This is an optimization exercise on Yosys and OpenROAD, whose aim is small area, a short achievable clock period and few clock cycles per item, not a production implementation.
Where RTL was checked, it was by simulation tests only, not by an equivalence proof against the original.
The RTL of runs 2 to 5 was laid out without a check of its function.

[flow/design.v]
module SBox (
   input  [7:0] X,
   output [7:0] Y
   ) ;
   wire [39:0] P;
   wire [31:0] O;
   assign P[7:0] = X;
   genvar i;
   generate
      for (i = 0; i < 4; i = i + 1) begin : GEN
         assign O[8*i+7:8*i+4] = {P[8*i+7:8*i+5], P[8*i+4] ^ ~(P[8*i+7] | P[8*i+6])};
         assign O[8*i+3:8*i+0] = {P[8*i+3:8*i+1], P[8*i+0] ^ ~(P[8*i+3] | P[8*i+2])};
         assign P[8*i+15:8*i+8] = {O[8*i+2], O[8*i+1], O[8*i+7], O[8*i+6],
                                   O[8*i+4], O[8*i+0], O[8*i+3], O[8*i+5]};
      end
   endgenerate
   assign Y = {O[31:27], O[25], O[26], O[24]};
endmodule  
module ShiftRows (
   input  [127:0] X,
   output [127:0] Y
   ) ;
   assign Y[127:96] = X[127:96];
   assign Y[ 95:64] = {X[71:64], X[95:72]};
   assign Y[ 63:32] = {X[47:32], X[63:48]};
   assign Y[ 31: 0] = {X[23: 0], X[31:24]};
endmodule  
module MixColumns (
   input  [127:0] X,
   output [127:0] Y
   ) ;
   wire [7:0] c1_x2x1 = X[ 95: 88] ^ X[63:56];
   wire [7:0] c2_x2x1 = X[ 87: 80] ^ X[55:48];
   wire [7:0] c3_x2x1 = X[ 79: 72] ^ X[47:40];
   wire [7:0] c4_x2x1 = X[ 71: 64] ^ X[39:32];
   wire [7:0] c1_x2x0 = X[127:120] ^ X[63:56];
   wire [7:0] c2_x2x0 = X[119:112] ^ X[55:48];
   wire [7:0] c3_x2x0 = X[111:104] ^ X[47:40];
   wire [7:0] c4_x2x0 = X[103: 96] ^ X[39:32];
   assign Y[127:120] = c1_x2x0 ^ X[31:24];
   assign Y[ 95: 88] = X[127:120];
   assign Y[ 63: 56] = c1_x2x1;
   assign Y[ 31: 24] = c1_x2x0;
   assign Y[119:112] = c2_x2x0 ^ X[23:16];
   assign Y[ 87: 80] = X[119:112];
   assign Y[ 55: 48] = c2_x2x1;
   assign Y[ 23: 16] = c2_x2x0;
   assign Y[111:104] = c3_x2x0 ^ X[15:8];
   assign Y[ 79: 72] = X[111:104];
   assign Y[ 47: 40] = c3_x2x1;
   assign Y[ 15:  8] = c3_x2x0;
   assign Y[103: 96] = c4_x2x0 ^ X[7:0];
   assign Y[ 71: 64] = X[103:96];
   assign Y[ 39: 32] = c4_x2x1;
   assign Y[  7:  0] = c4_x2x0;
endmodule  
module Permutation (
   input  [127:0] X,
   output [127:0] Y
   ) ;
   assign Y[127:120] = X[ 55: 48];
   assign Y[119:112] = X[  7:  0];
   assign Y[111:104] = X[ 63: 56];
   assign Y[103: 96] = X[ 23: 16];
   assign Y[ 95: 88] = X[ 47: 40];
   assign Y[ 87: 80] = X[ 15:  8];
   assign Y[ 79: 72] = X[ 31: 24];
   assign Y[ 71: 64] = X[ 39: 32];
   assign Y[ 63: 56] = X[127:120];
   assign Y[ 55: 48] = X[119:112];
   assign Y[ 47: 40] = X[111:104];
   assign Y[ 39: 32] = X[103: 96];
   assign Y[ 31: 24] = X[ 95: 88];
   assign Y[ 23: 16] = X[ 87: 80];
   assign Y[ 15:  8] = X[ 79: 72];
   assign Y[  7:  0] = X[ 71: 64];
endmodule  
module HPermutation (
   input  [63:0] X,
   output [63:0] Y
   ) ;
   assign Y[63:56] = X[55:48];
   assign Y[55:48] = X[ 7: 0];
   assign Y[47:40] = X[63:56];
   assign Y[39:32] = X[23:16];
   assign Y[31:24] = X[47:40];
   assign Y[23:16] = X[15: 8];
   assign Y[15: 8] = X[31:24];
   assign Y[ 7: 0] = X[39:32];
endmodule  
module lfsr_gf56 ( 
   so,
   si, domain
   ) ;
   output [63:0] so;
   input [55:0]  si;
   input [7:0] 	  domain;
   wire [55:0] 	  lfsr, lfsrs, lfsrn;
   assign lfsr = {si[7:0],
		  si[15:8],
		  si[23:16],
		  si[31:24],
		  si[39:32],
		  si[47:40],
		  si[55:48]
		  };
   assign lfsrs = {lfsr[54:0],lfsr[55]};
   assign lfsrn = lfsrs ^ {lfsr[55],2'b0,lfsr[55],1'b0,lfsr[55],2'b0};   
   assign so = {lfsrn[7:0],
		lfsrn[15:8],
		lfsrn[23:16],
		lfsrn[31:24],
		lfsrn[39:32],
		lfsrn[47:40],
		lfsrn[55:48],
		domain};   
endmodule  
module LWC ( 
   do_data, pdi_ready, sdi_ready, do_valid, do_last,
   pdi_data, sdi_data, pdi_valid, sdi_valid, do_ready, clk, rst
   ) ;
   output [31:0] do_data;
   output        pdi_ready, sdi_ready;
   output        do_valid, do_last;
   input [31:0]  pdi_data, sdi_data;
   input         pdi_valid, sdi_valid, do_ready;
   input         clk, rst;
   localparam R = 2;
   localparam IDLE = 0,  KLD = 1,  KHD = 2,  KW  = 3,
              ADH  = 4,  ADS = 5,  ADT = 6,  NH  = 7,
              NW   = 8,  NWT = 9,  MH  = 10, MS  = 11,
              TH   = 12, TW  = 13, ST  = 14, VH  = 15,
              VW   = 16, VS  = 17;
   localparam NS = 18;
   localparam C_AD = 2'd0, C_N = 2'd1, C_M = 2'd2;
   reg [127:0] S, K, T3, NB, T2;
   reg [63:0]  Z;
   reg [NS-1:0] st;
   reg [1:0]   g;              
   reg [1:0]   wc;             
   reg [11:0]  hi;             
   reg [3:0]   lo;             
   reg         full, blast;    
   reg         dec, fail, sclr;
   reg         tpart;
   reg         busy, par;
   reg [5:0]   rc;
   reg [1:0]   ctype;
   reg [1:0]   twc;            
   reg         tth, ttw, tst, tvs;    
   wire [127:0] ks2a, ks3a, ks2, ks3, rout1, rout;
   wire [5:0]   rc2 = {rc[4:0], rc[5] ^ rc[4] ^ 1'b1};
   wire [63:0]  rk  = ((R == 1 && par) ? 64'h0 : Z) ^ T2[127:64] ^ T3[127:64];
   wire         last_rnd;
   SkinnyRound RND1 (.X(S), .RK(rk), .RC(rc), .Y(rout1));
   TKStep KA (.T2(T2), .T3(T3), .N2(ks2a), .N3(ks3a));
   generate
      if (R == 2) begin : TWO
         SkinnyRound RND2 (.X(rout1), .RK(ks2a[127:64] ^ ks3a[127:64]), .RC(rc2), .Y(rout));
         TKStep KB (.T2(ks2a), .T3(ks3a), .N2(ks2), .N3(ks3));
         assign last_rnd = busy & (rc == 6'h2D);
      end
      else begin : ONE
         assign rout = rout1;
         assign ks2  = ks2a;
         assign ks3  = ks3a;
         assign last_rnd = busy & (rc == 6'h1A);
      end
   endgenerate
   wire [63:0] zp, zr, zr2, zr3, zrev;
   HPermutation HP0 (.X(Z),   .Y(zp));
   HPermutation HP1 (.X(zp),  .Y(zr));
   HPermutation HP2 (.X(zr),  .Y(zr2));
   HPermutation HP3 (.X(zr2), .Y(zr3));
   HPermutation HP4 (.X(zr3), .Y(zrev));    
   wire [31:0] stop = S[127:96];
   wire [31:0] gofs = {stop[24]^stop[31], stop[31:25],
                       stop[16]^stop[23], stop[23:17],
                       stop[8]^stop[15],  stop[15:9],
                       stop[0]^stop[7],   stop[7:1]};
   wire [1:0]  wi = wc;
   wire [3:0]  b0 = {wi, 2'b00};
   wire [3:0]  bm = {full | (b0 < lo), full | ((b0 | 4'd1) < lo),
                     full | ((b0 | 4'd2) < lo), full | ((b0 | 4'd3) < lo)};
   wire        off  = bm[3];                     
   wire        w3   = (wi == 2'd3);
   wire [31:0] mask = {{8{bm[3]}}, {8{bm[2]}}, {8{bm[1]}}, {8{bm[0]}}};
   wire [31:0] pdo  = pdi_data ^ gofs;
   wire [31:0] wm   = (st[MS] & dec ? pdo : pdi_data) & mask;
   wire [31:0] w    = {wm[31:4], (w3 & ~full) ? lo : wm[3:0]};
   wire        g3 = (g == 2'd3);
   wire        ph = (g == wi);
   wire        can_start = ~busy | last_rnd;
   wire        oready = do_ready;
   wire tbusy = tth | ttw | tst | tvs;
   wire adsok = st[ADS] & ~busy & ~tth & ph & (pdi_valid | ~off);
   wire tagok = ~ttw | (twc > wc) | ((twc == wc) & oready);
   wire x_ads = adsok & tagok;                                  
   wire x_adt = st[ADT] & ph & (pdi_valid | ~off);               
   wire x_nw  = st[NW] & ph & pdi_valid;                         
   wire x_ms  = st[MS] & ~busy & ph & (~off | (pdi_valid & oready));
   wire tph   = (g == twc);
   wire twok  = ttw & ~busy & tph;
   wire x_tw  = twok & oready;
   wire x_vw  = st[VW] & ~busy & ph & pdi_valid;
   wire x_kw  = st[KW] & ph & sdi_valid;
   wire x_hdr = (st[IDLE] | st[ADH] | st[NH] | st[VH]) & pdi_valid;
   wire x_mh  = st[MH] & ~tbusy & pdi_valid & oready;
   assign pdi_ready = st[IDLE] | st[ADH] | st[NH] | st[VH]
                    | (st[ADS] & ~busy & ~tth & ph & off & tagok)
                    | ((st[ADT] | st[NW]) & ph & (off | st[NW]))
                    | (st[MS] & ~busy & ph & off & oready)
                    | (st[MH] & ~tbusy & oready)
                    | (st[VW] & ~busy & ph);
   assign sdi_ready = st[KLD] | st[KHD] | (st[KW] & ph);
   wire sh   = x_ads | x_ms | x_tw | x_vw;            
   wire nbsh = x_adt | x_nw;
   wire endb = (x_ads | x_adt | x_nw | x_ms) & w3;    
   wire start = g3 & ((x_adt | x_ms | (x_nw & can_start)) | (st[NWT] & can_start));
   assign do_valid = (st[MH] & ~tbusy & pdi_valid) | (st[MS] & ~busy & ph & off & pdi_valid)
                   | twok | tth | tst | tvs;
   assign do_last  = tst | tvs;
   wire [3:0] inst = pdi_data[31:28];
   wire go_key = st[IDLE] & pdi_valid & (inst == 4'h7);
   wire go_op  = st[IDLE] & pdi_valid & (inst == 4'h2 || inst == 4'h3);
   reg [NS-1:0] stn;
   always @* begin
      stn = st;
      if (go_key) begin stn[IDLE] = 1'b0; stn[KLD] = 1'b1; end
      if (go_op)  begin stn[IDLE] = 1'b0; stn[ADH] = 1'b1; end
      if (st[KLD] & sdi_valid & (sdi_data[31:28] == 4'h4)) begin stn[KLD] = 1'b0; stn[KHD] = 1'b1; end
      if (st[KHD] & sdi_valid) begin stn[KHD] = 1'b0; stn[KW] = 1'b1; end
      if (x_kw & w3) begin stn[KW] = 1'b0; stn[IDLE] = 1'b1; end
      if (st[ADH] & pdi_valid) begin stn[ADH] = 1'b0; stn[ADS] = 1'b1; end
      if (x_ads & w3) begin stn[ADS] = 1'b0; stn[NH] = blast; stn[ADT] = ~blast; end
      if (x_adt & w3) begin stn[ADT] = 1'b0; stn[NH] = blast; stn[ADS] = ~blast; end
      if (st[NH] & pdi_valid) begin stn[NH] = 1'b0; stn[NW] = 1'b1; end
      if (x_nw & w3) begin stn[NW] = 1'b0; stn[MH] = can_start; stn[NWT] = ~can_start; end
      if (st[NWT] & can_start & g3) begin stn[NWT] = 1'b0; stn[MH] = 1'b1; end
      if (x_mh) begin stn[MH] = 1'b0; stn[MS] = 1'b1; end
      if (x_ms & w3 & blast) begin stn[MS] = 1'b0; stn[VH] = dec; stn[IDLE] = ~dec; end
      if (st[VH] & pdi_valid) begin stn[VH] = 1'b0; stn[VW] = 1'b1; end
      if (x_vw & w3) begin stn[VW] = 1'b0; stn[IDLE] = 1'b1; end
   end
   assign do_data    = tbusy ? (({32{tth}} & 32'h8300_0010)
                              | ({32{ttw}} & gofs)
                              | ({32{tst | tvs}} & {3'b111, tvs & fail, 28'h0}))
                     : (({32{st[MH]}} & {dec ? 8'h43 : 8'h5A, pdi_data[23:0]})
                              | ({32{st[MS]}} & pdo & mask));
   wire        zstepn = (x_ads | x_ms) & w3;
   wire [7:0]  zdom = last_rnd ? (tpart ? 8'd26 : 8'd24)
                    : st[ADS] ? (blast ? (full ? 8'd24 : 8'd26) : 8'd8)
                    : (blast ? (full ? 8'd20 : 8'd21) : 8'd4);
   wire [63:0] zsrc = last_rnd ? zrev : Z;
   wire [63:0] zstep;
   lfsr_gf56 CNT (.so(zstep), .si(zsrc[63:8]), .domain(zdom));
   localparam [63:0] ZINIT = 64'h0100_0000_0000_0000;
   wire [127:0] nb_n = {NB[95:0], nbsh ? (st[ADT] ? w : pdi_data) : NB[127:96]};
   wire [127:0] k_n  = {K[95:0], x_kw ? sdi_data : K[127:96]};
   always @(posedge clk) begin
      S <= busy ? rout : {S[95:0], (x_ads | x_ms) ? (((st[ADS] & sclr) ? 32'h0 : stop) ^ w) : stop};
      T2 <= start ? nb_n : ks2;
      T3 <= start ? k_n : ks3;
      NB <= nb_n;
      K  <= k_n;
      if (last_rnd)
        Z <= (ctype == C_AD) ? zstep : (ctype == C_N) ? ZINIT : zrev;
      else if (busy & (R == 2 || par))
        Z <= zp;
      else if (zstepn)
        Z <= zstep;
      else if (go_op & ~busy)
        Z <= ZINIT;
   end
   wire [11:0] hin  = pdi_data[15:4];
   wire [3:0]  lon  = pdi_data[3:0];
   wire        ldlen = (st[ADH] | st[MH]) & pdi_valid & (st[ADH] | oready);
   wire        endlen = (x_ads | x_adt | x_ms) & w3;
   always @(posedge clk) begin
      if (rst) begin
         st    <= {{(NS-1){1'b0}}, 1'b1};
         g     <= 2'd0;
         wc    <= 2'd0;
         busy  <= 1'b0;
         par   <= 1'b0;
         rc    <= 6'h01;
         ctype <= C_M;
         hi    <= 12'h0;
         lo    <= 4'h0;
         full  <= 1'b0;
         blast <= 1'b1;
         dec   <= 1'b0;
         fail  <= 1'b0;
         sclr  <= 1'b0;
         tpart <= 1'b0;
         twc   <= 2'd0;
         tth   <= 1'b0;
         ttw   <= 1'b0;
         tst   <= 1'b0;
         tvs   <= 1'b0;
      end
      else begin
         st <= stn;
         g  <= g + 2'd1;
         if (x_ads | x_ms | x_vw | nbsh | x_kw) wc <= wc + 2'd1;
         if (x_tw) twc <= twc + 2'd1;
         if (x_ms & w3 & blast & ~dec) tth <= 1'b1;
         else if (tth & oready) tth <= 1'b0;
         if (tth & oready) ttw <= 1'b1;
         else if (x_tw & (twc == 2'd3)) ttw <= 1'b0;
         if (x_tw & (twc == 2'd3)) tst <= 1'b1;
         else if (oready) tst <= 1'b0;
         if (x_vw & w3) tvs <= 1'b1;
         else if (oready) tvs <= 1'b0;
         if (ldlen) begin
            hi    <= hin;
            lo    <= lon;
            full  <= |hin;
            blast <= ~|hin[11:1] & (~hin[0] | ~|lon);
         end
         else if (endlen) begin
            hi    <= blast ? 12'h0 : hi - 12'd1;
            full  <= ~blast & |hi[11:1];
            blast <= blast | (~|hi[11:2] & (hi[1] ? (~hi[0] & ~|lo) : hi[0]));
         end
         if (start) begin
            busy  <= 1'b1;
            par   <= 1'b0;
            rc    <= 6'h01;
            ctype <= st[ADT] ? C_AD : (st[MS] & ~blast) ? C_M : C_N;
         end
         else if (busy) begin
            par   <= ~par;
            rc    <= (R == 2) ? {rc2[4:0], rc2[5] ^ rc2[4] ^ 1'b1} : rc2;
            if (last_rnd) busy <= 1'b0;
         end
         if (go_op) dec <= pdi_data[28];
         if (x_ms & w3 & blast) fail <= 1'b0;
         if (st[ADH] & pdi_valid) sclr <= 1'b1;
         if (x_ads & w3) sclr <= 1'b0;
         if (x_adt & w3) tpart <= ~full;
         if (x_vw && (pdo != 32'h0)) fail <= 1'b1;
      end
   end
endmodule  
module SkinnyRound (
   input  [127:0] X,
   input  [63:0]  RK,
   input  [5:0]   RC,
   output [127:0] Y
   ) ;
   wire [127:0] sb, sr, mc, kv, ksr, kmc;
   genvar i;
   generate
      for (i = 0; i < 16; i = i + 1) begin : SBOXES
         SBox SB (.X(X[8*i+7:8*i]), .Y(sb[8*i+7:8*i]));
      end
   endgenerate
   ShiftRows  SR (.X(sb), .Y(sr));
   MixColumns MC (.X(sr), .Y(mc));
   assign kv = {RK ^ {4'h0, RC[3:0], 30'h0, RC[5:4], 24'h0}, 8'h02, 56'h0};
   ShiftRows  KSR (.X(kv), .Y(ksr));
   MixColumns KMC (.X(ksr), .Y(kmc));
   assign Y = mc ^ kmc;
endmodule  
module TKStep (
   input  [127:0] T2, T3,
   output [127:0] N2, N3
   ) ;
   wire [127:0] p2, p3;
   Permutation PT2 (.X(T2), .Y(p2));
   Permutation PT3 (.X(T3), .Y(p3));
   genvar i;
   generate
      for (i = 0; i < 8; i = i + 1) begin : LFSRS
         assign N2[64+8*i+7:64+8*i] = {p2[64+8*i+6:64+8*i], p2[64+8*i+7] ^ p2[64+8*i+5]};
         assign N3[64+8*i+7:64+8*i] = {p3[64+8*i] ^ p3[64+8*i+6], p3[64+8*i+7:64+8*i+1]};
      end
   endgenerate
   assign N2[63:0] = p2[63:0];
   assign N3[63:0] = p3[63:0];
endmodule  
[flow/run.sh]
#!/bin/bash
# synth_recipe.tcl (not shown) runs the flow's synth.tcl, then flattens the netlist and writes it again
# the make line also repeats each setting of config.mk as NAME=value (left out here)
make -C /OpenROAD-flow-scripts/flow DESIGN_CONFIG=/design/flow/config.mk WORK_HOME=/design/flow/orfs CLKGATE_MAP_FILE= SYNTH_SCRIPT=/design/flow/synth_recipe.tcl finish
[flow/config.mk]
export PLATFORM = sky130hd
export DESIGN_NAME = LWC
export DESIGN_NICKNAME = LWC
export VERILOG_FILES = /design/flow/design.v
export SDC_FILE = /design/flow/constraint.sdc
export NUM_CORES = 4
export LEC_CHECK = 0
export ABC_AREA = 1
export CAP_MARGIN = 20
export CORE_MARGIN = 2
export CORE_UTILIZATION = 55
export SETUP_SLACK_MARGIN = 1.8
export SLEW_MARGIN = 20
[flow/constraint.sdc]
create_clock -name core_clock -period 5.5 [get_ports {clk}]
set_input_delay 1.1000 -clock core_clock [delete_from_list [all_inputs] [get_ports {clk}]]
set_output_delay 1.1000 -clock core_clock [all_outputs]
set_load 0.01 [all_outputs]
==> summary.txt, run 1 <==
* Reg-to-reg slack, setup at ~1.9 ns
* Core area at just under 70000 µm²
* First-pass GRT wire length at 225000 µm
* WHS Path Cells at 0
* Multi-input logic area at 21900 µm²
* Crit Path Max Fanout at 5
* Fin. Hold Viols at 0
* Post-route clock period utilization at 66.9%
* Setup TNS at 0 ns
* Main combinational cell family by area after synthesis: simple AND/OR/NAND/NOR gates
* Post-CTS Hold Buffers at 0
* Distinct cell type count after synthesis at 65
* Die height at 268 µm
* Top Ports at approximately 110
* Post-Synth XOR/XNOR Area at 15.9%
* Vias at 36100
* Fillers at slightly above 6000
* Die width at about 270 µm
* Non-Filler Instances at 6222
* Share of layout cells above drive strength 1 at 13.6%
* Crit start category: flip-flop
* Gate count after technology mapping at 5090
* Synth Area in Compound Gates at 10.0%
* Post-Synth Adder-Cell Area at less than 1%
* CTS buffer count at between 80 and 90
* Synth Cell Area at between 30000 and 40000 µm²
* Max Cap Viol at 0
* Via density at around 5.8
* Final wirelength at around 160000 µm
* Setup Skew at a little over 0.05 ns
* Crit Path Category: flip-flop to primary output
* TritonCTS clock tree: yes
* Largest net degree at the start of global routing at approximately 200
* Iter 0 DRT Violations at roughly 5100
* Vias in the first global route at roughly 32000
* Initial Util at approximately 56%
* CTS Root Cell: clkbuf_16
* Rows at 96
* Gpl congestion at around 1.1
* H-tree depth at 3
* Nets at 5301
* FF+latch area at about 16000 µm²
* Max Freq at about 270 MHz
* Ys flop type: dfxtp_1
* Status: finished clean
* Clock latency (worst-skew pair) at around 0.68 ns
* Length of the first detailed-routing pass in iterations at 7
* Initial antenna violation count at 8
* WL per Instance at 26.2 µm
* Mux cell area share after synthesis at less than 1%
* Clock buffer depth at 3
* HP Start: NB[28]$_DFF_P_
* WHS Endpoint: NB[60]$_DFF_P_
* FF+latch count, synth at roughly 760
* Synth Net Count at between 5000 and 6000
* Number of synthesis warnings at 1
* Worst Tran Pin Value at around 1.2 ns
* R2r worst-path depth at 21
* Simple-gate share of the synthesized area at roughly a quarter
* Worst reg2reg path endpoint: S[123]$_DFF_P_
* Worst Path Required at 4.40 ns
* Slew Limit Fails at 0
* GRT Total Usage at 44.3%
* CP Data Arrival Time at approximately 2.6 ns
* Area of the die at roughly 72000 µm²
* Detailed Place HPWL at between 100000 and 150000 µm
* Placed insts at approximately 6000
* DRC Markers at 0
* CP Capture Type: primary output
* Syn Area/Cell at roughly 7.5 µm²
* Clk sinks at ~760
* Commonest non-fill, non-tap cell in the layout: nand2_1
* Period minus WS final at around 3.7 ns
* Congestion Overflow GR at 0
* Max_slew headroom at about 17%
* Worst-path clk slew at around 0.07 ns
* Post-DRT Antenna Nets at 0
* EDFF count, synth at 64
* Most frequent cells in the layout: 1672 x nand2_1, 655 x dfxtp_1, 374 x inv_1
* R2r startpoint: S[42]$_DFF_P_
* RSZ-0062 raised after global routing: true
* Pre-CTS WS at approximately 1.2 ns
* Final setup fails at 0
* Fraction of registers with async set/reset at 0%
* Register area share after synthesis at 41.2%
* Hold/Removal Path Class: flip-flop to flip-flop
* P&R area growth vs syn at 18.6%
* Crit path setup slack, layout at 1.82 ns
* Port bufs at 104
metal layers:
metal  GRT usage (%)  vias to the layer above  wire (µm)
met5               0                        -        103
met3            8.99                      509      17400
met4            32.0                       10      14800
met2            66.6                     2177      68800
met1            56.8                    16900      62200
li1                -                    16500          -
worst max-delay path: stages, from the launching register on:
cell and delay (ns):
dfxtp_2 0.32, buf_6 0.13, clkinvlp_4 0.17, nand3_2 0.13
inv_4 0.06, a21oi_4 0.12, buf_6 0.13, clkinvlp_4 0.16
nor2_4 0.19, inv_4 0.07, o211ai_1 0.25, buf_2 0.19
synth_stat cells, drive strengths merged (3+ instances only):
| master | count | area [µm²] |
|---|---|---|
| a22oi | 19 | 143 |
| o211ai | 63 | 473 |
| xnor2 | 295 | 2790 |
| nor4 | 5 | 31.3 |
| dfxtp | 695 | 13900 |
| o21ai | 256 | 1280 |
| o21a | 5 | 37.5 |
| o2111ai | 9 | 78.8 |
| and3 | 3 | 18.8 |
| a211oi | 20 | 150 |
| o22ai | 27 | 169 |
| buf | 29 | 146 |
| a31oi | 49 | 307 |
| edfxtp | 64 | 1920 |
| clkinv | 5 | 18.8 |
| nand4 | 37 | 231 |
| nand3b | 25 | 188 |
| o221ai | 30 | 263 |
| o32ai | 3 | 26.3 |
| a21oi | 108 | 544 |
| nand3 | 325 | 1690 |
| and2 | 3 | 18.8 |
| xor2 | 347 | 3300 |
| nor2 | 224 | 916 |
| inv | 414 | 1550 |
| or2 | 25 | 156 |
| a32oi | 13 | 114 |
| a21o | 9 | 67.6 |
| clkbuf | 155 | 582 |
| nor3 | 16 | 85.1 |
| o21bai | 7 | 56.3 |
| o41ai | 3 | 26.3 |
| nand2 | 1777 | 6850 |
| ha | 10 | 125 |
area by class of cell:
| type | instances | share of cell area [%] |
|---|---|---|
| clock inverters | 29 | 0.961 |
| repair buffers | 231 | 4.53 |
| flip-flops and latches | 759 | 34.9 |
| well taps | 931 | 2.56 |
| inverters | 419 | 3.54 |
| multi-input cells | 3728 | 48.1 |
| clock buffers | 123 | 5.37 |
| repair inverters | 1 | 0.0110 |
| diodes | 1 | 0.00549 |
timing repair:
action / CTS / global route
resized for setup: 212 / 211
pin swaps: 14 / 45
setup buffers: 26 / 58
gates cloned: 0 / 1
endpoints found under the setup margin: 95 / 143
flip-flops by register name (all words and copies together), names as in the netlist, 12 cells and up:
name  flops
T3      128
T2      128
st       14
hi       12
S       128
K       128
Z        64
NB      128
how the worst max path moves through the flow:
| stage | start | endpoint | slack [ns] | cells after the start |
|---|---|---|---|---|
| 2_1_floorplan | pdi_valid | Z[0]$_DFFE_PP_ | 2.13 | 10 |
| 3_3_place_gp | do_ready | Z[17]$_DFFE_PP_ | 1.28 | 16 |
| 3_5_place_dp | Z[47]$_DFFE_PP_ | S[110]$_DFF_P_ | 1.24 | 15 |
| 4_1_cts | ttw$_SDFFE_PP0P_ | do_valid | 1.74 | 7 |
| 5_1_grt | S[42]$_DFF_P_ | S[120]$_DFF_P_ | 1.60 | 27 |
| 6_report | full$_SDFFE_PP0P_ | do_data[29] | 1.82 | 11 |
through the flow:
step	area [µm²]	hold slack [ns]	util, %
after detailed placement	40300	0.335	58.6
after CTS	44100	0.318	64.1
after global placement	40300	0.333	58.6
after global routing	45600	0.332	66.2
final	45600	0.322	66.2
after floorplan	38400	0.331	-
logic make-up (layout without fill, tap and decap cells):
logic type | count (synthesis) | in the layout
AO/OA/AOI/OAI | 633 | 633
XOR/XNOR | 643 | 643
adder cells (fa/ha/maj) | 10 | 10
buffers and inverters | 603 | 803
flip-flops | 759 | 759
multiplexers | 2 | 2
other | 0 | 1
AND/OR/NAND/NOR | 2440 | 2440
Testbench counts, summed over its fixed seeds: cycles 34,200, bytes 18,726.
==> inputs of run 2 (changes only) <==
--- a/flow/design.v
+++ b/flow/design.v
@@ -152,3 +152,3 @@
    wire [5:0]   rc2 = {rc[4:0], rc[5] ^ rc[4] ^ 1'b1};
-   wire [63:0]  rk  = ((R == 1 && par) ? 64'h0 : Z) ^ T2[127:64] ^ T3[127:64];
+   reg  [63:0]  rk;            
    wire         last_rnd;
@@ -257,18 +257,20 @@
    localparam [63:0] ZINIT = 64'h0100_0000_0000_0000;
+   wire [127:0] t2_n, t3_n;
+   wire [63:0]  z_n = last_rnd ? ((ctype == C_AD) ? zstep : (ctype == C_N) ? ZINIT : zrev)
+                    : (busy & (R == 2 || par)) ? zp
+                    : zstepn ? zstep
+                    : (go_op & ~busy) ? ZINIT : Z;
+   wire         par_n = start ? 1'b0 : busy ? ~par : par;
    wire [127:0] nb_n = {NB[95:0], nbsh ? (st[ADT] ? w : pdi_data) : NB[127:96]};
    wire [127:0] k_n  = {K[95:0], x_kw ? sdi_data : K[127:96]};
+   assign t2_n = start ? nb_n : ks2;
+   assign t3_n = start ? k_n : ks3;
    always @(posedge clk) begin
       S <= busy ? rout : {S[95:0], (x_ads | x_ms) ? (((st[ADS] & sclr) ? 32'h0 : stop) ^ w) : stop};
-      T2 <= start ? nb_n : ks2;
-      T3 <= start ? k_n : ks3;
+      T2 <= t2_n;
+      T3 <= t3_n;
+      rk <= ((R == 1) ? (par_n ? 64'h0 : z_n) : z_n) ^ t2_n[127:64] ^ t3_n[127:64];
       NB <= nb_n;
       K  <= k_n;
-      if (last_rnd)
-        Z <= (ctype == C_AD) ? zstep : (ctype == C_N) ? ZINIT : zrev;
-      else if (busy & (R == 2 || par))
-        Z <= zp;
-      else if (zstepn)
-        Z <= zstep;
-      else if (go_op & ~busy)
-        Z <= ZINIT;
+      Z <= z_n;
    end
--- a/flow/config.mk
+++ b/flow/config.mk
@@ -11,3 +11,3 @@
 export CORE_UTILIZATION = 55
-export SETUP_SLACK_MARGIN = 1.8
+export SETUP_SLACK_MARGIN = 1.0
 export SLEW_MARGIN = 20
==> run 2 against run 1 <==
Net effect:
- register-to-register slack got worse by 0.65 ns
- sequential cell count grew 64
- die area increased by 3.1%
- core utilization shrank 3.8 points
- global-route usage shrank 0.13 points
- first-iteration DRC count fell by 3.4%
- non-clock buffer count shrank 78
- sequential share of layout area grew 2.0 points
- critical path type unchanged
- largest cell class unchanged
==> summary.txt, run 2 <==
* CTS Root Cell: clkbuf_16 (unchanged)
* Simple-gate share of the synthesized area at 26.9% (was 26.5%)
* Rows at 98 (was 96)
* Worst Tran Pin Value at 1.22 ns (was 1.24 ns)
* Crit Path Max Fanout at 8 (was 5)
* Crit path from: tvs$_SDFFE_PP0P_ (was full$_SDFFE_PP0P_)
* Post-route clock period utilization at 80.3% (was 66.9%)
* Top-count cell post-synth: nand2_1 (unchanged)
* Max Freq at 226 MHz (was 272 MHz)
* Area leader, netlist: dfxtp_1 (unchanged)
* Gate count after technology mapping at 5271 (was 5090)
* Post-Synth XOR/XNOR Area at 15.0% (was 15.9%)
* Vias in the first global route at 33700 (was 32300)
* DRC Markers at 0 (unchanged)
* Pre-CTS WS at 0.858 ns (was 1.24 ns)
* Hold/Removal Path Class: flip-flop to flip-flop (unchanged)
* Post-CTS Hold Buffers at 0 (unchanged)
* Die width at 273 µm (was 268 µm)
* Setup TNS at 0 ns (unchanged)
* Core area at 71500 µm² (was 68800 µm²)
* Max_slew headroom at 18.6% (was 16.6%)
* Area of the die at 74300 µm² (was 72000 µm²)
* Nets at 5398 (was 5301)
* TritonCTS clock tree: yes (unchanged)
* R2r startpoint: S[110]$_DFF_P_ (was S[42]$_DFF_P_)
* Via density at 5.82 (was 5.81)
* Non-Filler Instances at 6343 (was 6222)
* Die height at 273 µm (was 268 µm)
* Port bufs at 104 (unchanged)
* R2r worst-path depth at 20 (was 21)
* Initial Util at 55.5% (was 55.8%)
* Final wirelength at 168000 µm (was 163000 µm)
* Crit start category: flip-flop (unchanged)
* Distinct cell type count after synthesis at 60 (was 65)
* Crit Path Category: flip-flop to primary output (unchanged)
* Final setup fails at 0 (unchanged)
* Clock latency (worst-skew pair) at 0.70 ns (was 0.68 ns)
* Fin. Hold Viols at 0 (unchanged)
* Number of synthesis warnings at 1 (unchanged)
* P&R area growth vs syn at 12.6% (was 18.6%)
* Syn Area/Cell at 7.52 µm² (was 7.55 µm²)
* First-pass GRT wire length at 234000 µm (was 225000 µm)
* Post-DRT Antenna Nets at 0 (unchanged)
* Setup Skew at 0.0684 ns (was 0.0515 ns)
* EDFF count, synth at 0 (was 64)
* Ys flop type: dfxtp_1 (unchanged)
* Synth Area in Compound Gates at 9.98% (was 10.0%)
* Fillers at 6495 (was 6090)
* Gpl congestion at 1.11 (was 1.09)
* Post-Synth Adder-Cell Area at 0.316% (was 0.326%)
* Worst reg2reg path endpoint: S[110]$_DFF_P_ (was S[123]$_DFF_P_)
* Main combinational cell family by area after synthesis: simple AND/OR/NAND/NOR gates (unchanged)
* RSZ-0062 raised after global routing: true (unchanged)
* CTS buffer count at 85 (was 82)
* CP Capture Type: primary output (unchanged)
* H-tree depth at 3 (unchanged)
* Period minus WS final at 4.42 ns (was 3.68 ns)
* Length of the first detailed-routing pass in iterations at 8 (was 7)
* Largest net degree at the start of global routing at 144 (was 196)
* Share of the synthesized area in the top cell type at 41.5% (was 36.2%)
* Status: finished clean (unchanged)
* Synth Cell Area at 39700 µm² (was 38400 µm²)
* WL per Instance at 26.5 µm (was 26.2 µm)
* Iter 0 DRT Violations at 4882 (was 5055)
* Fraction of registers with async set/reset at 0% (unchanged)
* Clk sinks at 823 (was 759)
* Most common library cells after synthesis: 1788 x nand2_1, 823 x dfxtp_1, 404 x inv_1 (was 1713 x nand2_1, 695 x dfxtp_1, 390 x inv_1)
* Register area share after synthesis at 41.5% (was 41.2%)
* Initial antenna violation count at 7 (was 8)
* Top Ports at 105 (unchanged)
* Most frequent cells in the layout: 1787 x nand2_1, 822 x dfxtp_1, 401 x inv_1 (was 1672 x nand2_1, 655 x dfxtp_1, 374 x inv_1)
* Synth Net Count at 5350 (was 5169)
* Crit path setup slack, layout at 1.08 ns (was 1.82 ns)
* Detailed Place HPWL at 137000 µm (was 128000 µm)
* Worst Path Required at 4.40 ns (about the same)
* Reg-to-reg slack, setup at 1.21 ns (was 1.86 ns)
* Gr busiest metal: met2 (unchanged)
* GRT Total Usage at 44.2% (was 44.3%)
* Max Cap Viol at 0 (unchanged)
* Commonest non-fill, non-tap cell in the layout: nand2_1 (unchanged)
* Placed insts at 6179 (was 5983)
* Worst-path clk slew at 0.06 ns (was 0.07 ns)
* CP Data Arrival Time at 3.32 ns (was 2.58 ns)
* Synth area leaders: dfxtp_1 42%, nand2_1 17%, xor2_1 8.3%, xnor2_1 4.9%, nand3_1 3.8% (was dfxtp_1 36%, nand2_1 17%, xor2_1 7.3%, xnor2_1 6.2%, edfxtp_1 5.0%)
* Crit path to: do_data[7] (was do_data[29])
* Mux cell area share after synthesis at 0.0252% (was 0.0553%)
* Vias at 36900 (was 36100)
* Met2 Use GR at 68.7% (was 66.6%)
* Clock buffer depth at 3 (unchanged)
* FF+latch count, synth at 823 (was 759)
* GR Layer Usage met3 at 9.55% (was 8.99%)
* Slew Limit Fails at 0 (unchanged)
* Met1 Use GR at 53.3% (was 56.8%)
* Congestion Overflow GR at 0 (unchanged)
* Share of layout cells above drive strength 1 at 7.31% (was 13.6%)
[run 2: cell count changes in the layout (fill, tap and decap cells not counted), moves of 33 or more]
cell	delta
edfxtp_1	-64
dfxtp_2	-34
o21ai_0	+33
o221ai_1	+40
xnor2_2	-48
xor2_1	+123
dfxtp_1	+167
xor2_2	-47
buf_4	-62
clkdlybuf4s50_1	+37
nand2_1	+115
[run 2: logic make-up after synthesis]
family          Yosys count
simple gates           2541
flops                   823
xor+xnor                636
compound gates          633
buf+inv                 627
fa+ha+maj                10
mux                       1
[run 2: worst min-delay path by stage]
stage,start,endpoint,slack (ns),depth (start not counted)
6_report,K[61]$_DFF_P_,K[93]$_DFF_P_,0.32,0
5_1_grt,K[61]$_DFF_P_,K[93]$_DFF_P_,0.33,0
4_1_cts,K[61]$_DFF_P_,K[93]$_DFF_P_,0.31,0
3_5_place_dp,NB[64]$_DFF_P_,NB[96]$_DFF_P_,0.33,0
3_3_place_gp,NB[73]$_DFF_P_,NB[105]$_DFF_P_,0.33,0
2_1_floorplan,K[71]$_DFF_P_,K[103]$_DFF_P_,0.33,0
[run 2: final cells by class]
type | count | area, µm² | share of cell area [%]
tap | 950 | 1190 | 2.66
multi-input combinational | 3821 | 20700 | 46.5
clock buffer | 114 | 2380 | 5.32
inverter | 435 | 1650 | 3.70
sequential | 823 | 16500 | 36.9
timing repair buffer | 153 | 1430 | 3.21
clock inverter | 41 | 763 | 1.71
antenna | 6 | 15.0 | 0.0336
[run 2: worst max-delay path: stages (launching register included)]
cell	delay [ns]
dfxtp_1	0.33
nor2_1	0.18
inv_1	0.07
nor2_1	0.20
nand2_1	0.19
nor2_2	0.29
inv_1	0.15
or2_2	0.40
o221ai_1	0.27
clkdlybuf4s50_1	0.60
[run 2: through the flow]
stage	area [µm²]	utilization [%]	hold WS, ns
floorplan	39700	-	0.326
global placement	41400	58.0	0.332
detailed placement	41400	58.0	0.333
CTS	44600	62.4	0.306
global route	44600	62.4	0.332
finish	44700	62.5	0.318
[run 2: timing repair]
action                     in CTS  in global routing
resized for setup               3                  5
buffers inserted                0                  3
setup endpoints to repair      15                 32
cloned                          0                  0
[run 2: metal layers]
layer  routed length (µm)  share of wire [%]
met1                62300                 37
met5                   28              0.017
met4                15700                9.3
met3                16600                9.9
met2                73700                 44
==> inputs of run 3 (changes only) <==
--- a/flow/config.mk
+++ b/flow/config.mk
@@ -11,3 +11,3 @@
 export CORE_UTILIZATION = 55
-export SETUP_SLACK_MARGIN = 1.0
+export SETUP_SLACK_MARGIN = 1.25
 export SLEW_MARGIN = 20
==> run 3 against run 2 <==
Net effect:
- still clean
- critical path depth did not move
- worst setup slack gained 0.25 ns
- sequential share of layout area decreased by 0.11 points
- clock-buffer cell count stayed put
- synthesized area unchanged
- global-route usage about the same
- sequential cell count unchanged
- worst hold slack worse by 0.0012 ns
- die area did not move
- core utilization grew 0.20 points
- largest cell class unchanged
==> summary.txt, run 3 <==
* TritonCTS clock tree: yes (unchanged)
* RSZ-0062 raised after global routing: true (unchanged)
* FF+latch area at 16500 µm² (about the same)
* Synth Cell Area at 39700 µm² (unchanged)
* CTS Root Cell: clkbuf_16 (unchanged)
* Worst-path clk slew at 0.07 ns (was 0.06 ns)
* Simple-gate share of the synthesized area at 26.9% (unchanged)
* Fin. Hold Viols at 0 (unchanged)
* CP Capture Type: primary output (unchanged)
* Synth Net Count at 5350 (unchanged)
* Setup TNS at 0 ns (unchanged)
* CP cell instances: inv_1 -> ha_1 -> nand2_1 -> a21oi_1 -> a21oi_2 -> buf_4 -> nand2_1 -> o21ai_0 -> clkdlybuf4s50_1 (was nor2_1 -> inv_1 -> nor2_1 -> nand2_1 -> nor2_2 -> inv_1 -> or2_2 -> o221ai_1 -> clkdlybuf4s50_1)
* Initial antenna violation count at 5 (was 7)
* Final wirelength at 168000 µm (about the same)
* Fraction of registers with async set/reset at 0% (unchanged)
* Clk sinks at 823 (unchanged)
* Port bufs at 104 (unchanged)
* Detailed Place HPWL at 137000 µm (unchanged)
* Worst Path Required at 4.40 ns (about the same)
* Worst Tran Pin Value at 1.20 ns (was 1.22 ns)
* GRT Total Usage at 44.2% (about the same)
* Period minus WS final at 4.17 ns (was 4.42 ns)
* Mux cell area share after synthesis at 0.0252% (unchanged)
* Vias at 36900 (about the same)
* Vias in the first global route at 33700 (about the same)
* Synth area leaders: dfxtp_1 42%, nand2_1 17%, xor2_1 8.3%, xnor2_1 4.9%, nand3_1 3.8% (unchanged)
* Gpl congestion at 1.11 (unchanged)
* Setup Skew at 0.0628 ns (was 0.0684 ns)
* Crit start category: flip-flop (unchanged)
* Via density at 5.81 (was 5.82)
* Ys flop type: dfxtp_1 (unchanged)
* Gate count after technology mapping at 5271 (unchanged)
* Main combinational cell family by area after synthesis: simple AND/OR/NAND/NOR gates (unchanged)
* Number of synthesis warnings at 1 (unchanged)
* Top-count cell post-synth: nand2_1 (unchanged)
* FF+latch count, synth at 823 (unchanged)
* Delay-heaviest family, CP: buffers and inverters (was simple AND/OR/NAND/NOR gates)
* Area leader, netlist: dfxtp_1 (unchanged)
* Final setup fails at 0 (unchanged)
* Register area share after synthesis at 41.5% (unchanged)
* Most common cell on crit path: nand2_1
* Post-Synth Adder-Cell Area at 0.316% (unchanged)
* Share of the synthesized area in the top cell type at 41.5% (unchanged)
* Most frequent cells in the layout: 1784 x nand2_1, 818 x dfxtp_1, 401 x inv_1 (was 1787 x nand2_1, 822 x dfxtp_1, 401 x inv_1)
* Post-Synth XOR/XNOR Area at 15.0% (unchanged)
* Buf/Inv on CP at 3 (unchanged)
* Core area at 71500 µm² (unchanged)
* Length of the first detailed-routing pass in iterations at 6 (was 8)
* Crit Path Category: flip-flop to primary output (unchanged)
* P&R area growth vs syn at 13.0% (was 12.6%)
* Max_slew headroom at 19.7% (was 18.6%)
* Hold slack at 0.317 ns (was 0.318 ns)
* Slew Limit Fails at 0 (unchanged)
* CTS buffer count at 85 (unchanged)
* Post-route clock period utilization at 75.9% (was 80.3%)
* Status: finished clean (unchanged)
* Max Freq at 240 MHz (was 226 MHz)
* Max Cap Viol at 0 (unchanged)
* H-tree depth at 3 (unchanged)
* Rows at 98 (unchanged)
* Share of layout cells above drive strength 1 at 7.73% (was 7.31%)
* Top Ports at 105 (unchanged)
* Multi-input logic area at 20800 µm² (was 20700 µm²)
* EDFF count, synth at 0 (unchanged)
* Initial Util at 55.5% (unchanged)
* Clock latency (worst-skew pair) at 0.69 ns (was 0.70 ns)
* Most common library cells after synthesis: 1788 x nand2_1, 823 x dfxtp_1, 404 x inv_1 (unchanged)
* Clock buffer depth at 3 (unchanged)
* Largest net degree at the start of global routing at 144 (unchanged)
* WL per Instance at 26.5 µm (about the same)
* Commonest non-fill, non-tap cell in the layout: nand2_1 (unchanged)
* Syn Area/Cell at 7.52 µm² (unchanged)
* Congestion Overflow GR at 0 (unchanged)
* Synth Area in Compound Gates at 9.98% (unchanged)
* Die width at 273 µm (unchanged)
* First-pass GRT wire length at 234000 µm (about the same)
* CP Data Arrival Time at 3.07 ns (was 3.32 ns)
* Iter 0 DRT Violations at 4902 (was 4882)
* Distinct cell type count after synthesis at 60 (unchanged)
* DRC Markers at 0 (unchanged)
* CP max stage cell: clkdlybuf4s50_1 (unchanged)
* Crit Path Max Fanout at 8 (unchanged)
* Area of the die at 74300 µm² (unchanged)
* Fillers at 6496 (was 6495)
* Nets at 5403 (was 5398)
* Post-DRT Antenna Nets at 0 (unchanged)
* Die height at 273 µm (unchanged)
* Worst path max stage delay at 0.61 ns (was 0.60 ns)
* Hold/Removal Path Class: flip-flop to flip-flop (unchanged)
run 3: changes by cell type in the layout (fill, tap and decap cells not counted), sizes merged:
cell	previous run	this run
diode	6	3
dlymetal6s2s	0	10
clkinv	24	23
clkdlybuf4s50	104	94
buf	49	54
inv	435	436
run 3: cell families (layout without fill, tap and decap cells):
family,count (synthesis),after routing
AO/OA/AOI/OAI,633,633
AND/OR/NAND/NOR,2541,2541
other,0,3
adder cells (fa/ha/maj),10,10
multiplexers,1,1
XOR/XNOR,636,636
buffers and inverters,627,748
flip-flops,823,823
run 3: path summary, 6_finish.rpt:
path | startpoint | endpoint | slack, ns | depth (start not counted)
worst max register to register | S[123]$_DFF_P_ | S[123]$_DFF_P_ | 1.41 | 22
worst min-delay path | K[61]$_DFF_P_ | K[93]$_DFF_P_ | 0.32 | 0
worst max-delay path | lo[3]$_SDFFE_PP0P_ | do_data[18] | 1.33 | 9
worst min register to register | K[61]$_DFF_P_ | K[93]$_DFF_P_ | 0.32 | 0
run 3: layout make-up:
cell class              instances  area share [%]
clock inverters                41            1.70
inverters                     435            3.69
clock buffers                 114            5.30
repair buffers                158            3.34
diodes                          3          0.0168
multi-input cells            3821            46.5
well taps                     950            2.65
flip-flops and latches        823            36.8
run 3: what timing repair did:
action	CTS	global route
buffers inserted	3	5
hold buffers	0	0
gates resized for setup	10	29
endpoints found under the setup margin	33	55
pin swaps	0	4
run 3: metal layers:
metal  vias up  global-route usage (%)  routed length, µm
met5         -                       0                  0
li1      17000                       -                  -
met3       537                    9.57              16300
met4         0                    34.5              16100
met1     17200                    53.4              62700
met2      2088                    68.8              73300
run 3: through the flow:
| step | std cells | cell area [µm²] | worst slack [ns] | util (%) |
|---|---|---|---|---|
| 5_1_grt | 6342 | 44800 | 1.22 | 62.7 |
| 4_1_cts | 6337 | 44600 | 1.22 | 62.4 |
| 3_5_place_dp | 6179 | 41400 | 0.858 | 58.0 |
| 3_3_place_gp | 6179 | 41400 | 0.851 | 58.0 |
| 2_1_floorplan | 5271 | 39700 | 2.27 | - |
| 6_report | 6345 | 44800 | 1.33 | 62.7 |
==> inputs of run 4 (changes only) <==
--- a/flow/design.v
+++ b/flow/design.v
@@ -149,2 +149,7 @@
    reg [1:0]   twc;            
+   reg [31:0]  od;             
+   reg         ov, ol;
+   assign do_data  = od;
+   assign do_valid = ov;
+   assign do_last  = ol;
    reg         tth, ttw, tst, tvs;    
@@ -152,3 +157,3 @@
    wire [5:0]   rc2 = {rc[4:0], rc[5] ^ rc[4] ^ 1'b1};
-   reg  [63:0]  rk;            
+   wire [63:0]  rk  = ((R == 1 && par) ? 64'h0 : Z) ^ T2[127:64] ^ T3[127:64];
    wire         last_rnd;
@@ -193,3 +198,3 @@
    wire        can_start = ~busy | last_rnd;
-   wire        oready = do_ready;
+   wire        oready = ~ov | do_ready;    
    wire tbusy = tth | ttw | tst | tvs;
@@ -219,5 +224,5 @@
    wire start = g3 & ((x_adt | x_ms | (x_nw & can_start)) | (st[NWT] & can_start));
-   assign do_valid = (st[MH] & ~tbusy & pdi_valid) | (st[MS] & ~busy & ph & off & pdi_valid)
+   wire   cvalid   = (st[MH] & ~tbusy & pdi_valid) | (st[MS] & ~busy & ph & off & pdi_valid)
                    | twok | tth | tst | tvs;
-   assign do_last  = tst | tvs;
+   wire   emit     = cvalid & oready;
    wire [3:0] inst = pdi_data[31:28];
@@ -244,3 +249,3 @@
    end
-   assign do_data    = tbusy ? (({32{tth}} & 32'h8300_0010)
+   wire [31:0] edata = tbusy ? (({32{tth}} & 32'h8300_0010)
                               | ({32{ttw}} & gofs)
@@ -257,20 +262,22 @@
    localparam [63:0] ZINIT = 64'h0100_0000_0000_0000;
-   wire [127:0] t2_n, t3_n;
-   wire [63:0]  z_n = last_rnd ? ((ctype == C_AD) ? zstep : (ctype == C_N) ? ZINIT : zrev)
-                    : (busy & (R == 2 || par)) ? zp
-                    : zstepn ? zstep
-                    : (go_op & ~busy) ? ZINIT : Z;
-   wire         par_n = start ? 1'b0 : busy ? ~par : par;
    wire [127:0] nb_n = {NB[95:0], nbsh ? (st[ADT] ? w : pdi_data) : NB[127:96]};
    wire [127:0] k_n  = {K[95:0], x_kw ? sdi_data : K[127:96]};
-   assign t2_n = start ? nb_n : ks2;
-   assign t3_n = start ? k_n : ks3;
    always @(posedge clk) begin
       S <= busy ? rout : {S[95:0], (x_ads | x_ms) ? (((st[ADS] & sclr) ? 32'h0 : stop) ^ w) : stop};
-      T2 <= t2_n;
-      T3 <= t3_n;
-      rk <= ((R == 1) ? (par_n ? 64'h0 : z_n) : z_n) ^ t2_n[127:64] ^ t3_n[127:64];
+      if (emit) begin
+         od <= edata;
+         ol <= tst | tvs;
+      end
+      T2 <= start ? nb_n : ks2;
+      T3 <= start ? k_n : ks3;
       NB <= nb_n;
       K  <= k_n;
-      Z <= z_n;
+      if (last_rnd)
+        Z <= (ctype == C_AD) ? zstep : (ctype == C_N) ? ZINIT : zrev;
+      else if (busy & (R == 2 || par))
+        Z <= zp;
+      else if (zstepn)
+        Z <= zstep;
+      else if (go_op & ~busy)
+        Z <= ZINIT;
    end
@@ -298,2 +305,3 @@
          twc   <= 2'd0;
+         ov    <= 1'b0;
          tth   <= 1'b0;
@@ -307,2 +315,4 @@
          if (x_ads | x_ms | x_vw | nbsh | x_kw) wc <= wc + 2'd1;
+         if (emit) ov <= 1'b1;
+         else if (do_ready) ov <= 1'b0;
          if (x_tw) twc <= twc + 2'd1;
--- a/flow/config.mk
+++ b/flow/config.mk
@@ -11,3 +11,3 @@
 export CORE_UTILIZATION = 55
-export SETUP_SLACK_MARGIN = 1.25
+export SETUP_SLACK_MARGIN = 2.0
 export SLEW_MARGIN = 20
==> run 4 against run 3 <==
Net effect:
- register-to-register slack improved by 0.55 ns
- clock-buffer cell count down 2
- synthesized area increased by 1.0%
- maximum frequency is 18% higher
- global-route usage is 0.094 points higher
- via count is 1.8% higher
- sequential cell count decreased by 30
==> summary.txt, run 4 <==
* Gpl congestion at 1.08 (was 1.11)
* Setup TNS at 0 ns (unchanged)
* Congestion Overflow GR at 0 (unchanged)
* Vias in the first global route at 33400 (was 33700)
* Worst-path clk slew at 0.06 ns (was 0.07 ns)
* Crit start category: flip-flop (unchanged)
* Share of layout cells above drive strength 1 at 16.5% (was 7.73%)
* Largest net degree at the start of global routing at 137 (was 144)
* WHS Endpoint: K[71]$_DFF_P_ (was K[93]$_DFF_P_)
* DRC Markers at 0 (unchanged)
* Distinct cell type count after synthesis at 67 (was 60)
* CTS buffer count at 83 (was 85)
* Post-DRT Antenna Nets at 0 (unchanged)
* Worst reg2reg path endpoint: S[106]$_DFF_P_ (was S[123]$_DFF_P_)
* EDFF count, synth at 97 (was 0)
* Crit Path Max Fanout at 5 (was 8)
* Reg-to-reg slack, setup at 1.96 ns (was 1.41 ns)
* Multi-input logic area at 23100 µm² (was 20800 µm²)
* Clk sinks at 793 (was 823)
* RSZ-0062 raised after global routing: true (unchanged)
* Status: finished clean (unchanged)
* Worst Tran Pin Value at 1.30 ns (was 1.20 ns)
* Hold/Removal Path Class: flip-flop to flip-flop (unchanged)
* Rows at 98 (unchanged)
* Via density at 5.85 (was 5.81)
* Fraction of registers with async set/reset at 0% (unchanged)
* CP Capture Type: flip-flop (was primary output)
* R2r startpoint: S[106]$_DFF_P_ (was S[123]$_DFF_P_)
* Fin. Hold Viols at 0 (unchanged)
* Met2 Use GR at 65.8% (was 68.8%)
* Crit path setup slack, layout at 1.96 ns (was 1.33 ns)
* Clock latency (worst-skew pair) at 0.69 ns (about the same)
* Commonest non-fill, non-tap cell in the layout: nand2_1 (unchanged)
* Period minus WS final at 3.54 ns (was 4.17 ns)
* Slew Limit Fails at 0 (unchanged)
* Nets at 5462 (was 5403)
* GRT Total Usage at 44.3% (was 44.2%)
* Crit Path Category: flip-flop to flip-flop (was flip-flop to primary output)
* WHS Path Cells at 0 (unchanged)
* Synth Cell Area at 40000 µm² (was 39700 µm²)
* Number of synthesis warnings at 1 (unchanged)
* Fillers at 6106 (was 6496)
* Setup Skew at 0.0493 ns (was 0.0628 ns)
* Post-CTS Hold Buffers at 0 (unchanged)
* Core area at 71700 µm² (was 71500 µm²)
* Area leader, netlist: dfxtp_1 (unchanged)
* Gr busiest metal: met2 (unchanged)
* Final setup fails at 0 (unchanged)
* Register area share after synthesis at 42.1% (was 41.5%)
* Area of the die at 75000 µm² (was 74300 µm²)
* Worst Path Required at 5.97 ns (was 4.40 ns)
* Max_slew headroom at 12.9% (was 19.7%)
* Detailed Place HPWL at 133000 µm (was 137000 µm)
* GR Layer Usage met3 at 9.46% (was 9.57%)
* Post-route clock period utilization at 64.4% (was 75.9%)
* Gate count after technology mapping at 5204 (was 5271)
* Top Ports at 105 (unchanged)
* Length of the first detailed-routing pass in iterations at 6 (unchanged)
* Iter 0 DRT Violations at 5122 (was 4902)
* Ys flop type: dfxtp_1 (unchanged)
* Pre-CTS WS at 0.909 ns (was 0.858 ns)
* Initial antenna violation count at 10 (was 5)
* Met1 Use GR at 56.8% (was 53.4%)
* Port bufs at 104 (unchanged)
* Die height at 274 µm (was 273 µm)
* R2r worst-path depth at 15 (was 22)
* CTS Root Cell: clkbuf_16 (unchanged)
* Vias at 37500 (was 36900)
* Hold slack at 0.345 ns (was 0.317 ns)
* Clock buffer depth at 3 (unchanged)
* Max Freq at 282 MHz (was 240 MHz)
* FF+latch count, synth at 793 (was 823)
* TritonCTS clock tree: yes (unchanged)
* First-pass GRT wire length at 234000 µm (about the same)
* H-tree depth at 3 (unchanged)
* HP Start: K[39]$_DFF_P_ (was K[61]$_DFF_P_)
* CP Data Arrival Time at 4.02 ns (was 3.07 ns)
* Most frequent cells in the layout: 1639 x nand2_1, 629 x dfxtp_1, 396 x inv_1 (was 1784 x nand2_1, 818 x dfxtp_1, 401 x inv_1)
* Initial Util at 55.8% (was 55.5%)
* Die width at 274 µm (was 273 µm)
* WL per Instance at 26.7 µm (was 26.5 µm)
* Final wirelength at 171000 µm (was 168000 µm)
* Synth area leaders: dfxtp_1 35%, nand2_1 16%, edfxtp_1 7.3%, xor2_1 6.8%, xnor2_1 5.7% (was dfxtp_1 42%, nand2_1 17%, xor2_1 8.3%, xnor2_1 4.9%, nand3_1 3.8%)
* Max Cap Viol at 0 (unchanged)
* Syn Area/Cell at 7.70 µm² (was 7.52 µm²)
* Synth Net Count at 5283 (was 5350)
* Most common library cells after synthesis: 1722 x nand2_1, 696 x dfxtp_1, 408 x inv_1 (was 1788 x nand2_1, 823 x dfxtp_1, 404 x inv_1)
* P&R area growth vs syn at 21.1% (was 13.0%)
* FF+latch area at 17000 µm² (was 16500 µm²)
* Top-count cell post-synth: nand2_1 (unchanged)
* Share of the synthesized area in the top cell type at 34.8% (was 41.5%)
==> run 4: changes by cell type after synthesis, moves of 27 or more <==
cell	previous run	this run
dfxtp_1	823	696
edfxtp_1	0	97
nand2_1	1788	1722
xor2_1	375	313
xnor2_1	222	262
a32oi_1	39	1
buf_2	45	8
clkbuf_1	116	143
==> run 4: cell type report <==
class | instances | area share [%]
diodes | 5 | 0.0258
clock buffers | 112 | 4.85
clock inverters | 41 | 1.21
inverters | 444 | 3.54
multi-input cells | 3789 | 47.7
flip-flops and latches | 793 | 35.0
well taps | 950 | 2.45
repair buffers | 271 | 5.24
repair inverters | 1 | 0.0155
==> run 4: logic make-up (layout without fill, tap and decap cells) <==
logic type	after synthesis	after routing	share of synthesized area [%]
adder cells (fa/ha/maj)	10	10	0.312
AO/OA/AOI/OAI	614	614	9.28
other	0	5	0
multiplexers	2	2	0.0531
flip-flops	793	793	42.1
buffers and inverters	624	869	6.20
XOR/XNOR	638	638	15.5
AND/OR/NAND/NOR	2523	2525	26.6
==> run 4: worst max path at each step <==
stage	startpoint	slack (ns)	end
floorplan	do_ready	2.04	Z[0]$_DFFE_PP_
global placement	do_ready	0.94	Z[18]$_DFFE_PP_
detailed placement	do_ready	0.91	Z[43]$_DFFE_PP_
CTS	Z[53]$_DFFE_PP_	1.84	S[119]$_DFF_P_
global route	S[122]$_DFF_P_	1.93	S[120]$_DFF_P_
finish	S[106]$_DFF_P_	1.96	S[106]$_DFF_P_
==> run 4: critical path, cell delays in order, from the launching register on <==
cell and delay (ns):
dfxtp_2 0.35, buf_4 0.17, nor2_4 0.15, xor2_4 0.29, buf_4 0.22, xnor2_2 0.09
xnor2_2 0.36, xor2_2 0.20, nand3b_1 0.24, xnor2_2 0.26, buf_4 0.18, xor2_2 0.26
xor2_2 0.14, or2_1 0.22, nand3_1 0.07, o21ai_1 0.14
==> run 4: timing repair <==
| action | in CTS | in global routing |
|---|---|---|
| endpoints found under the hold margin | 0 | 0 |
| setup endpoints to repair | 516 | 316 |
| pin swaps | 30 | 103 |
| gates resized for setup | 194 | 304 |
| cloned | 3 | 1 |
| setup buffers | 44 | 87 |
==> run 4: through the flow <==
stage               util, %  cells  cell area (µm²)
floorplan                 -   5204            40100
global placement       58.3   6112            41800
detailed placement     58.3   6112            41800
CTS                    64.5   6312            46300
global route           67.6   6401            48500
finish                 67.6   6406            48500
==> run 4: per-layer routing <==
metal	part of all wire, %	routed length, µm	vias up
met4	9.3	15900	10
met3	11	19700	552
met5	0.041	70	-
met1	37	63800	17600
met2	42	71600	2387
li1	-	-	17000
==> inputs of run 5 (changes only) <==
--- a/flow/config.mk
+++ b/flow/config.mk
@@ -11,3 +11,3 @@
 export CORE_UTILIZATION = 55
-export SETUP_SLACK_MARGIN = 2.0
+export SETUP_SLACK_MARGIN = 1.8
 export SLEW_MARGIN = 20
==> run 5 against run 4 <==
Net effect:
- still clean on timing, DRC and antenna
- maximum frequency down 4.8%
- non-clock buffer count shrank 65
- final cell count shrank 0.97%
- die area did not move
- design area decreased by 3.0%
- sequential share of layout area up 0.94 points
==> summary.txt, run 5 <==
* Status: finished clean (unchanged)
* Die width at 274 µm (unchanged)
* R2r startpoint: Z[53]$_DFFE_PP_ (was S[106]$_DFF_P_)
* Main combinational cell family by area after synthesis: simple AND/OR/NAND/NOR gates (unchanged)
* Via density at 5.84 (was 5.85)
* Final design utilization at 65.6% (was 67.6%)
* Post-route clock period utilization at 67.6% (was 64.4%)
* Share of the synthesized area in the top cell type at 34.8% (unchanged)
* Ys flop type: dfxtp_1 (unchanged)
* Reg-to-reg slack, setup at 1.78 ns (was 1.96 ns)
* CP Capture Type: flip-flop (unchanged)
* Initial antenna violation count at 6 (was 10)
* Max Freq at 269 MHz (was 282 MHz)
* FF+latch count, synth at 793 (unchanged)
* Simple-gate share of the synthesized area at 26.6% (unchanged)
* Congestion Overflow GR at 0 (unchanged)
* DRC Markers at 0 (unchanged)
* Length of the first detailed-routing pass in iterations at 6 (unchanged)
* Initial Util at 55.8% (unchanged)
* Number of synthesis warnings at 1 (unchanged)
* Delay-heaviest family, CP: XOR/XNOR gates (unchanged)
* Nets at 5398 (was 5462)
* HP Start: K[94]$_DFF_P_ (was K[39]$_DFF_P_)
* Worst-path clk slew at 0.07 ns (was 0.06 ns)
* Vias in the first global route at 33200 (was 33400)
* Most frequent cells in the layout: 1677 x nand2_1, 656 x dfxtp_1, 400 x inv_1 (was 1639 x nand2_1, 629 x dfxtp_1, 396 x inv_1)
* P&R area growth vs syn at 17.5% (was 21.1%)
* Crit start category: flip-flop (unchanged)
* R2r worst-path depth at 14 (was 15)
* GRT Total Usage at 44.8% (was 44.3%)
* Final wirelength at 171000 µm (about the same)
* Post-DRT Antenna Nets at 0 (unchanged)
* Slew Limit Fails at 0 (unchanged)
* Share of layout cells above drive strength 1 at 13.1% (was 16.5%)
* TritonCTS clock tree: yes (unchanged)
* Worst path max stage delay at 0.52 ns (was 0.36 ns)
* Top-count cell post-synth: nand2_1 (unchanged)
* Final setup fails at 0 (unchanged)
* Iter 0 DRT Violations at 5473 (was 5122)
* Area leader, netlist: dfxtp_1 (unchanged)
* CTS buffer count at 83 (unchanged)
* Post-Synth Adder-Cell Area at 0.312% (unchanged)
* Crit Path Category: flip-flop to flip-flop (unchanged)
* Worst Tran Pin Value at 1.27 ns (was 1.30 ns)
* WL per Instance at 27.0 µm (was 26.7 µm)
* Most common library cells after synthesis: 1722 x nand2_1, 696 x dfxtp_1, 408 x inv_1 (unchanged)
* Gate count after technology mapping at 5204 (unchanged)
* Synth area leaders: dfxtp_1 35%, nand2_1 16%, edfxtp_1 7.3%, xor2_1 6.8%, xnor2_1 5.7% (unchanged)
* Fillers at 6163 (was 6106)
* Top Ports at 105 (unchanged)
* Commonest non-fill, non-tap cell in the layout: nand2_1 (unchanged)
* CP Data Arrival Time at 4.27 ns (was 4.02 ns)
* Post-CTS Hold Buffers at 0 (unchanged)
* CP max stage cell: edfxtp_1 (was xnor2_2)
* Crit Path Max Fanout at 4 (was 5)
* Clock buffer depth at 3 (unchanged)
* Rows at 98 (unchanged)
* Port bufs at 104 (unchanged)
* Core area at 71700 µm² (unchanged)
* Synth Net Count at 5283 (unchanged)
* Detailed Place HPWL at 136000 µm (was 133000 µm)
* Setup Skew at 0.0533 ns (was 0.0493 ns)
* Syn Area/Cell at 7.70 µm² (unchanged)
* Fin. Hold Viols at 0 (unchanged)
* Max Cap Viol at 0 (unchanged)
* Mux cell area share after synthesis at 0.0531% (unchanged)
* CP cell instances: xnor2_1 -> xor2_2 -> xor2_2 -> xor2_2 -> xor2_1 -> inv_1 -> nand2_1 -> nand2_2 -> xor2_2 -> inv_1 -> nand2_1 -> nand2_1 -> nand2_1 -> a31oi_2 (was buf_4 -> nor2_4 -> xor2_4 -> buf_4 -> xnor2_2 -> xnor2_2 -> xor2_2 -> nand3b_1 -> xnor2_2 -> buf_4 -> xor2_2 -> xor2_2 -> or2_1 -> nand3_1 -> o21ai_1)
* Largest net degree at the start of global routing at 186 (was 137)
* Setup TNS at 0 ns (unchanged)
* Clock latency (worst-skew pair) at 0.70 ns (was 0.69 ns)
* Hold/Removal Path Class: flip-flop to flip-flop (unchanged)
* Die height at 274 µm (unchanged)
* WHS Path Cells at 0 (unchanged)
* Buf/Inv on CP at 2 (was 3)
* First-pass GRT wire length at 236000 µm (was 234000 µm)
* H-tree depth at 3 (unchanged)
* Synth Cell Area at 40000 µm² (unchanged)
* RSZ-0062 raised after global routing: true (unchanged)
* CTS Root Cell: clkbuf_16 (unchanged)
* Worst Path Required at 6.05 ns (was 5.97 ns)
* WHS Endpoint: K[126]$_DFF_P_ (was K[71]$_DFF_P_)
* Synth Area in Compound Gates at 9.28% (unchanged)
* Register area share after synthesis at 42.1% (unchanged)
* Fraction of registers with async set/reset at 0% (unchanged)
* Max_slew headroom at 14.7% (was 12.9%)
* Post-Synth XOR/XNOR Area at 15.5% (unchanged)
* Period minus WS final at 3.72 ns (was 3.54 ns)
* Distinct cell type count after synthesis at 67 (unchanged)
* Gpl congestion at 1.08 (about the same)
* Clk sinks at 793 (unchanged)
* Vias at 37000 (was 37500)
* Worst reg2reg path endpoint: S[119]$_DFF_P_ (was S[106]$_DFF_P_)
* EDFF count, synth at 97 (unchanged)
* Area of the die at 75000 µm² (unchanged)
run 5: changes by cell type in the layout (fill, tap and decap cells not counted), moves of 8 or more:
cell	change
dfxtp_4	-11
dfxtp_1	+27
nand2_4	-28
xor2_1	+17
nand2_1	+38
xnor2_1	+8
xnor2_2	-10
nand2_2	-11
nand3_1	+13
nand3_2	-8
dfxtp_2	-16
buf_4	-52
xor2_4	-10
run 5: layout make-up:
cell class | count | area [µm²] | share of cell area, %
clock buffers | 116 | 2400 | 5.10
diodes | 8 | 20.0 | 0.0425
clock inverters | 36 | 538 | 1.14
well taps | 950 | 1190 | 2.53
flip-flops and latches | 793 | 16900 | 35.9
inverters | 444 | 1700 | 3.61
repair buffers | 206 | 1900 | 4.04
multi-input cells | 3790 | 22400 | 47.6
repair inverters | 1 | 7.51 | 0.0159
run 5: timing repair:
| action | CTS | global route |
|---|---|---|
| cloned | 3 | 1 |
| gates resized for setup | 110 | 187 |
| pin swaps | 8 | 39 |
| buffers inserted | 12 | 43 |
| setup endpoints to repair | 435 | 189 |
run 5: through the flow:
stage | hold WS (ns) | instance area, µm² | setup slack [ns] | std cells
floorplan | 0.331 | 40100 | 1.84 | 5204
global placement | 0.333 | 41900 | 0.993 | 6124
detailed placement | 0.335 | 41900 | 0.959 | 6124
CTS | 0.310 | 45700 | 1.68 | 6291
global route | 0.320 | 47100 | 1.73 | 6336
finish | 0.315 | 47100 | 1.78 | 6344
run 5: kinds of logic after synthesis:
kind of cell | after synthesis
xor+xnor | 638
fa+ha+maj | 10
flops | 793
compound gates | 614
simple gates | 2523
buf+inv | 624
mux | 2
run 5: worst max-delay path by stage:
stage	start	to	slack, ns	cells after the start
final	Z[53]$_DFFE_PP_	S[119]$_DFF_P_	1.78	14
after CTS	do_ready	pdi_ready	1.68	8
after global routing	S[34]$_DFF_P_	S[119]$_DFF_P_	1.73	25
after detailed placement	do_ready	Z[63]$_DFFE_PP_	0.96	13
after floorplan	do_ready	Z[0]$_DFFE_PP_	1.84	13
after global placement	do_ready	Z[7]$_DFFE_PP_	0.99	13
run 5: worst reg2reg max path: stages (launching register included):
cell,delay [ns]
edfxtp_1,0.52
xnor2_1,0.30
xor2_2,0.47
xor2_2,0.37
xor2_2,0.42
xor2_1,0.33
inv_1,0.10
nand2_1,0.11
nand2_2,0.10
xor2_2,0.17
inv_1,0.08
nand2_1,0.07
nand2_1,0.18
nand2_1,0.10
a31oi_2,0.26
run 5: routing by layer:
layer	global-route usage, %	routed length, µm	vias to the layer above
li1	-	-	16900
met1	57.1	65200	17300
met2	66.8	71800	2334
met3	10.1	18600	513
met4	32.3	15600	4
met5	0	27	-

==> port drivers added, routing unchanged <==
Ports are ideal in the flow. The routed layouts listed here were re-timed in OpenROAD.
Step 1 (the two cells are an assumption about what drives the block):
set clk [get_ports {clk}]
set_driving_cell -lib_cell sky130_fd_sc_hd__clkbuf_16 $clk
set_driving_cell -lib_cell sky130_fd_sc_hd__buf_2 [delete_from_list [all_inputs] $clk]
Step 2 adds t to the input delays and takes it off the output delays; t is the mean of the earliest and latest rising clock arrival at the registers after step 1. Input paths then give back, and output paths get back, about the clock's delay inside the block.
a / b / c = ideal / step 1 / step 2; a / b = the first two.
| run | t, ns | setup slack, ns | worst setup path at the end | latest minus earliest clock arrival (ns) | worst register clock-pin slew, ns |
|---|---|---|---|---|---|
| run 1 | 0.726 | 1.821 / 1.748 / 1.374 | input to register | 0.054 / 0.054 | 0.07 / 0.07 |
| run 2 | 0.733 | 1.081 / 1.013 / 0.769 | input to register | 0.069 / 0.068 | 0.07 / 0.07 |
| run 3 | 0.726 | 1.327 / 1.262 / 0.774 | input to register | 0.063 / 0.062 | 0.07 / 0.07 |
| run 4 | 0.738 | 1.956 / 1.956 / 1.396 | input to register | 0.049 / 0.049 | 0.07 / 0.07 |
| run 5 | 0.745 | 1.780 / 1.780 / 1.362 | input to register | 0.054 / 0.054 | 0.07 / 0.07 |
After both steps setup and hold are still met in every run listed. For run 4, which loses most, drivers alone change the setup slack by 0.000 ns; drivers and shift together by -0.560 ns.
